Source: an optimization exercise on an open RTL-to-GDS flow (aim: small area). Production flows keep margins and buffers that such runs may drop.
In this exercise RTL edits were held to simulation tests only and were not proved equivalent to the original.
No driver is modelled on the clock port, so clocking that relies on it looks cheaper here than on a real chip.
Power figures rest on the tool's default switching activity, not on a simulated workload.

==> flow/design.v (excerpt) <==
module toplevel (reset, clock, mclk, sclk, lrck, sdin, sdout, test_sdout);
input  reset;
input  clock;
input  sdout;
output mclk;
output sclk;
output lrck;
output sdin;
output test_sdout;
wire [8:0] p;
wire       fresh;
wire [6:0] x;
wire       xp;
wire       en, sub, dblm;
fir_count u_count (.clock(clock), .reset(reset), .p(p), .fresh(fresh));
fir_store u_store (.clock(clock), .p(p), .fresh(fresh), .sdout(sdout), .x(x), .xp(xp));
fir_sched u_sched (.p(p), .en(en), .sub(sub), .dblm(dblm));
fir_mac   u_mac   (.clock(clock), .p(p), .fresh(fresh), .en(en), .sub(sub), .dblm(dblm), .x(x), .xp(xp), .sdin(sdin));
assign mclk = p[0];
assign sclk = p[2];
assign lrck = p[8];
assign test_sdout = 1'b0;
endmodule
Size: about 240 cells after synthesis, ~8 I/O pins, ~3100 sq um of cells after synthesis.
==> flow/config.mk <==
export PLATFORM = sky130hd
export DESIGN_NAME = toplevel
export DESIGN_NICKNAME = toplevel
export VERILOG_FILES = /design/flow/design.v
export SDC_FILE = /design/flow/constraint.sdc
export NUM_CORES = 4
export LEC_CHECK = 0
export CAP_MARGIN = 20
export CORE_MARGIN = 2
export CORE_UTILIZATION = 70
export SLEW_MARGIN = 20
export SYNTH_HIERARCHICAL = 1
export SYNTH_MINIMUM_KEEP_SIZE = 0
==> flow/constraint.sdc <==
create_clock -name core_clock -period 10.0 [get_ports {clock}]
set_input_delay 2.0000 -clock core_clock [delete_from_list [all_inputs] [get_ports {clock}]]
set_output_delay 2.0000 -clock core_clock [all_outputs]
set_load 0.01 [all_outputs]
standard.sh (not shown) runs the stock make flow with config.mk's settings and CLKGATE_MAP_FILE= SYNTH_SCRIPT=/design/flow/synth_recipe.tcl, a recipe that flattens the netlist after the stock synthesis.
==> flow/flow/run.sh <==
#!/bin/bash
# Standard synthesis, then every combinational cell swapped for the smallest
# cell of its family (the synthesis maps for speed and upsizes freely; the
# resizer upsizes again wherever slew or load needs it), then the standard
# layout steps.
set -euo pipefail
R=orfs/results/${FLOW_PLATFORM}/toplevel/base
LIB=${FLOW_HOME}/platforms/${FLOW_PLATFORM}/lib/sky130_fd_sc_hd__tt_025C_1v80.lib
bash standard.sh synth > synth.log 2>&1
sleep 1
python3 flow/downsize.py "$LIB" "$R/1_2_yosys.v" > downsize.log 2>&1
touch "$R/1_2_yosys.v"
bash standard.sh "CTS_ARGS=-sink_clustering_enable -repair_clock_nets -dont_use_dummy_load -buf_list sky130_fd_sc_hd__clkbuf_4" "POST_CTS_TCL=$PWD/flow/post_cts.tcl" "BUFFER_PORTS_ARGS=-buffer_cell sky130_fd_sc_hd__buf_1" finish > layout.log 2>&1
==> flow/flow/post_cts.tcl <==
# After CTS (built from clkbuf_4): while some flip-flop clock pin would see a
# slew over the threshold, upsize the clock buffer driving the worst one, then
# legalize again.
set thr 0.124
set up [dict create \
  sky130_fd_sc_hd__clkbuf_1 sky130_fd_sc_hd__clkbuf_2 \
  sky130_fd_sc_hd__clkbuf_2 sky130_fd_sc_hd__clkbuf_4 \
  sky130_fd_sc_hd__clkbuf_4 sky130_fd_sc_hd__clkbuf_8 \
  sky130_fd_sc_hd__clkbuf_8 sky130_fd_sc_hd__clkbuf_16]
for {set it 0} {$it < 20} {incr it} {
  estimate_parasitics -placement
  set worst 0
  set worst_inst ""
  foreach inst [get_cells *] {
    set m [get_property $inst ref_name]
    if {![dict exists $up $m]} continue
    set net [get_nets -of_objects [get_pins [get_full_name $inst]/X]]
    foreach ld [get_pins -of_objects $net -filter "direction==input"] {
      if {[get_property $ld is_register_clock] ne "1"} continue
      set s [get_property $ld slew_max]
      if {$s > $worst} { set worst $s; set worst_inst $inst }
    }
  }
  if {$worst <= $thr || $worst_inst eq ""} { break }
  set m [get_property $worst_inst ref_name]
  puts "post_cts: [get_full_name $worst_inst] $m slew $worst -> [dict get $up $m]"
  replace_cell $worst_inst [dict get $up $m]
}
estimate_parasitics -placement
detailed_placement
check_placement -verbose
Other scripts of this flow, unchanged in this note and not shown: flow/flow/downsize.py
Then changed:
--- a/flow/flow/post_cts.tcl
+++ b/flow/flow/post_cts.tcl
@@ -2,5 +2,5 @@
 # slew over the threshold, upsize the clock buffer driving the worst one, then
 # legalize again.
-set thr 0.124
+set thr 0.118
 set up [dict create \
   sky130_fd_sc_hd__clkbuf_1 sky130_fd_sc_hd__clkbuf_2 \
CORE_UTILIZATION = 40   (was 70)
The new run completed without violations; combinational power hardly moves; first-iteration DRC count fell by about a fifth; total power rose by a few percent; sequential cell count stays the same.
Then changed:
--- a/flow/flow/post_cts.tcl
+++ b/flow/flow/post_cts.tcl
@@ -2,5 +2,5 @@
 # slew over the threshold, upsize the clock buffer driving the worst one, then
 # legalize again.
-set thr 0.118
+set thr 0.124
 set up [dict create \
   sky130_fd_sc_hd__clkbuf_1 sky130_fd_sc_hd__clkbuf_2 \
Result: The new run passed the timing, design-rule and antenna checks. Combinational power hardly moves. Total power shrinks slightly. Register-to-register slack got worse by 0.02 ns. Via count grows slightly. Clock skew hardly moves. Fmax shrinks slightly. First-iteration DRC count shrinks slightly.
Then changed:
CORE_UTILIZATION = 55   (was 40)
What happened:
- The changed run ran to the end with no violations
- power shrinks slightly
- setup slack is worse by 0.091 ns
- final cell count shrinks by a little under a tenth
- combinational power barely changes
- via count grows by a few percent
- clock power shrinks by a few percent
- count of clock-buffer cells in the layout does not change
- routed wire length grows by a few percent
- clock skew hardly moves
- non-clock buffer count does not change
- first-iteration DRC count grows by a quarter to a third

========
## v28
toplevel again, from the RTL that the note above started with.
clock: 10.0 ns
lec_check: 0
cap_margin: 20
core_margin: 2
core_utilization: 40
slew_margin: 20
synth_hierarchical: 1
synth_minimum_keep_size: 0
==> flow/flow/run.sh <==
#!/bin/bash
# Standard synthesis, then every combinational cell swapped for the smallest
# cell of its family (the synthesis maps for speed and upsizes freely; the
# resizer upsizes again wherever slew or load needs it), then the standard
# layout steps.
set -euo pipefail
R=orfs/results/${FLOW_PLATFORM}/toplevel/base
LIB=${FLOW_HOME}/platforms/${FLOW_PLATFORM}/lib/sky130_fd_sc_hd__tt_025C_1v80.lib
bash standard.sh synth > synth.log 2>&1
sleep 1
python3 flow/downsize.py "$LIB" "$R/1_2_yosys.v" > downsize.log 2>&1
touch "$R/1_2_yosys.v"
bash standard.sh "CTS_ARGS=-sink_clustering_enable -sink_clustering_size 10 -sink_clustering_max_diameter 40 -sink_clustering_buffer sky130_fd_sc_hd__clkbuf_4 -buf_list sky130_fd_sc_hd__clkbuf_8 -repair_clock_nets -dont_use_dummy_load" "BUFFER_PORTS_ARGS=-buffer_cell sky130_fd_sc_hd__buf_1" finish > layout.log 2>&1
Other scripts of this flow, unchanged in this note and not shown: flow/flow/downsize.py
Edits applied to the flow inputs when going from v28 to v21:
-- flow/flow/run.sh --
<<< v28, line 12
touch "$R/1_2_yosys.v"
bash standard.sh "CTS_ARGS=-sink_clustering_enable -sink_clustering_size 10 -sink_clustering_max_diameter 40 -sink_clustering_buffer sky130_fd_sc_hd__clkbuf_4 -buf_list sky130_fd_sc_hd__clkbuf_8 -repair_clock_nets -dont_use_dummy_load" "BUFFER_PORTS_ARGS=-buffer_cell sky130_fd_sc_hd__buf_1" finish > layout.log 2>&1
>>> v21, line 12
touch "$R/1_2_yosys.v"
bash standard.sh "CTS_ARGS=-sink_clustering_enable -repair_clock_nets -dont_use_dummy_load" finish > layout.log 2>&1
## What came out
- Worst-margin pin slew: v21 < v28
- Compared with v28, in v21 share of the clock period used by the worst path after layout did not really move, overall fraction of global-route tracks in use neither gained nor lost much.
- The wire length of the first global-routing pass of v21 was inferior to that of v28.
- v21 against v28: worst setup slack went up by 0.010 ns; share of cell area taken by flip-flops and latches went down by 0.69 points; wire length went down by about 0.5%; clock power was more or less identical; detailed-route wire length per cell went down by about 0.5%.
- Met2 track demand over resource in global routing, v21 and v28: larger value in v28

========
Setup of v13:
Another version of the RTL of toplevel (not shown whole).
Size: roughly 8 I/O pins, roughly 0.0031 sq mm of cells after synthesis.
clock: 10.0 ns
lec_check: 0
cap_margin: 20
core_margin: 2
core_utilization: 40
slew_margin: 20
synth_hierarchical: 1
synth_minimum_keep_size: 0
==> flow/flow/run.sh <==
#!/bin/bash
# Standard synthesis, then every combinational cell swapped for the smallest
# cell of its family (the synthesis maps for speed and upsizes freely; the
# resizer upsizes again wherever slew or load needs it), then the standard
# layout steps.
set -euo pipefail
R=orfs/results/${FLOW_PLATFORM}/toplevel/base
LIB=${FLOW_HOME}/platforms/${FLOW_PLATFORM}/lib/sky130_fd_sc_hd__tt_025C_1v80.lib
bash standard.sh synth > synth.log 2>&1
sleep 1
python3 flow/downsize.py "$LIB" "$R/1_2_yosys.v" > downsize.log 2>&1
touch "$R/1_2_yosys.v"
bash standard.sh "CTS_ARGS=-sink_clustering_enable -repair_clock_nets -dont_use_dummy_load -buf_list sky130_fd_sc_hd__clkbuf_4" "POST_CTS_TCL=$PWD/flow/post_cts.tcl" "BUFFER_PORTS_ARGS=-buffer_cell sky130_fd_sc_hd__buf_1" finish > layout.log 2>&1
==> flow/flow/post_cts.tcl <==
# After CTS (built from clkbuf_4): while some flip-flop clock pin would see a
# slew over the threshold, upsize the clock buffer driving the worst one, then
# legalize again.
set thr 0.124
set up [dict create \
  sky130_fd_sc_hd__clkbuf_1 sky130_fd_sc_hd__clkbuf_2 \
  sky130_fd_sc_hd__clkbuf_2 sky130_fd_sc_hd__clkbuf_4 \
  sky130_fd_sc_hd__clkbuf_4 sky130_fd_sc_hd__clkbuf_8 \
  sky130_fd_sc_hd__clkbuf_8 sky130_fd_sc_hd__clkbuf_16]
for {set it 0} {$it < 20} {incr it} {
  estimate_parasitics -placement
  set worst 0
  set worst_inst ""
  foreach inst [get_cells *] {
    set m [get_property $inst ref_name]
    if {![dict exists $up $m]} continue
    set net [get_nets -of_objects [get_pins [get_full_name $inst]/X]]
    foreach ld [get_pins -of_objects $net -filter "direction==input"] {
      if {[get_property $ld is_register_clock] ne "1"} continue
      set s [get_property $ld slew_max]
      if {$s > $worst} { set worst $s; set worst_inst $inst }
    }
  }
  if {$worst <= $thr || $worst_inst eq ""} { break }
  set m [get_property $worst_inst ref_name]
  puts "post_cts: [get_full_name $worst_inst] $m slew $worst -> [dict get $up $m]"
  replace_cell $worst_inst [dict get $up $m]
}
# then try each clock buffer one size down, keeping the change where every
# flip-flop clock pin it drives stays under the threshold
set down [dict create \
  sky130_fd_sc_hd__clkbuf_2 sky130_fd_sc_hd__clkbuf_1 \
  sky130_fd_sc_hd__clkbuf_4 sky130_fd_sc_hd__clkbuf_2 \
  sky130_fd_sc_hd__clkbuf_8 sky130_fd_sc_hd__clkbuf_4 \
  sky130_fd_sc_hd__clkbuf_16 sky130_fd_sc_hd__clkbuf_8]
proc worst_clk_slew {} {
  set worst 0
  foreach pin [get_pins -hierarchical */CLK] {
    if {[get_property $pin is_register_clock] ne "1"} continue
    set s [get_property $pin slew_max]
    if {$s > $worst} { set worst $s }
  }
  return $worst
}
foreach inst [get_cells *] {
  set m [get_property $inst ref_name]
  if {![dict exists $down $m]} continue
  replace_cell $inst [dict get $down $m]
  estimate_parasitics -placement
  set w [worst_clk_slew]
  if {$w > $thr} {
    replace_cell $inst $m
  } else {
    puts "post_cts: [get_full_name $inst] $m -> [dict get $down $m] (worst $w)"
  }
}
estimate_parasitics -placement
detailed_placement
check_placement -verbose
Other scripts of this flow, unchanged in this note and not shown: flow/flow/downsize.py
v13 completed end to end with timing, DRC and antenna clean.
Relative to v13, the following input files were edited for v34:
- changing SLEW_MARGIN from 20 to 0
- changing CAP_MARGIN from 20 to 0
-- flow/flow/post_cts.tcl --
<<< v13, line 28
}
# then try each clock buffer one size down, keeping the change where every
# flip-flop clock pin it drives stays under the threshold
set down [dict create \
  sky130_fd_sc_hd__clkbuf_2 sky130_fd_sc_hd__clkbuf_1 \
  sky130_fd_sc_hd__clkbuf_4 sky130_fd_sc_hd__clkbuf_2 \
  sky130_fd_sc_hd__clkbuf_8 sky130_fd_sc_hd__clkbuf_4 \
  sky130_fd_sc_hd__clkbuf_16 sky130_fd_sc_hd__clkbuf_8]
proc worst_clk_slew {} {
  set worst 0
  foreach pin [get_pins -hierarchical */CLK] {
    if {[get_property $pin is_register_clock] ne "1"} continue
    set s [get_property $pin slew_max]
    if {$s > $worst} { set worst $s }
  }
  return $worst
}
foreach inst [get_cells *] {
  set m [get_property $inst ref_name]
  if {![dict exists $down $m]} continue
  replace_cell $inst [dict get $down $m]
  estimate_parasitics -placement
  set w [worst_clk_slew]
  if {$w > $thr} {
    replace_cell $inst $m
  } else {
    puts "post_cts: [get_full_name $inst] $m -> [dict get $down $m] (worst $w)"
  }
}
estimate_parasitics -placement
>>> v34, line 28
}
estimate_parasitics -placement
Results
For proportion of total power due to net switching, v13 and v34 come out practically identical.
Compared with v13, v34 shows clock share of power higher by 0.4 points.
Between v13 and v34, the final hold slack figures differ only marginally.
Compared with v13, v34 shows a lower portion of total power attributed to sequential cells.
The proportion of power drawn by combinational gates of v13 and that of v34 are within noise of each other.
On area growth from synthesis to layout, v13 tracks v34 almost exactly.
Edits applied to the flow inputs when going from v34 to v32:
- changing SLEW_MARGIN from 0 to 20
- changing CAP_MARGIN from 0 to 20
Notes after the runs:
- Any difference in post-route cell area between v34 and v32 is small enough to ignore.
- The total number of nets in the final design of v32 and that of v34 are within noise of each other.
- Met3 usage in global routing: v32 vs v34 — no meaningful difference
- Comparing v34 with v32, the data arrival time at the worst-slack endpoint came out essentially unchanged.
- Clock period minus worst slack: v34 vs v32 identical
- v34 -> v32: post-route total power delta 0, exact match
- Diff v34..v32 | met1 usage | negligible
- Reported for v32 and v34, depth of the worst register-to-register path turned out identical to the last digit.

[static timing again, ports no longer ideal]
No port has a modelled driver above. Below, the same layouts with a new extraction and two added sets of constraints.
Step 1, drivers: a clkbuf_16 drives clock and a buf_2 each remaining input, both assumed.
Step 2 moves the port delays by t, midway between the first and last clock arrival at a register: inputs arrive t later, outputs are due t later. That takes back most of the time a late clock gives input paths.
Slacks: no drivers / after step 1 / after step 2; pairs: no drivers / after step 1.
| run | t, ns | setup slack, ns | worst setup path after step 2 |
|---|---|---|---|
| the first run of note 1 | 0.435 | 4.412 / 4.412 / 4.412 | register to register |
| the second run of note 1 | 0.444 | 4.489 / 4.489 / 4.489 | register to register |
| the third run of note 1 | 0.439 | 4.467 / 4.467 / 4.467 | register to register |
| the fourth run of note 1 | 0.433 | 4.376 / 4.376 / 4.376 | register to register |
| v28 | 0.378 | 4.425 / 4.425 / 4.425 | register to register |
| v21 | 0.360 | 4.435 / 4.435 / 4.435 | register to register |
| v13 | 0.532 | 3.961 / 3.961 / 3.961 | register to register |
| v34 | 0.443 | 3.961 / 3.961 / 3.961 | register to register |
| v32 | 0.443 | 3.961 / 3.961 / 3.961 | register to register |
After both steps setup and hold are still met in every run listed.
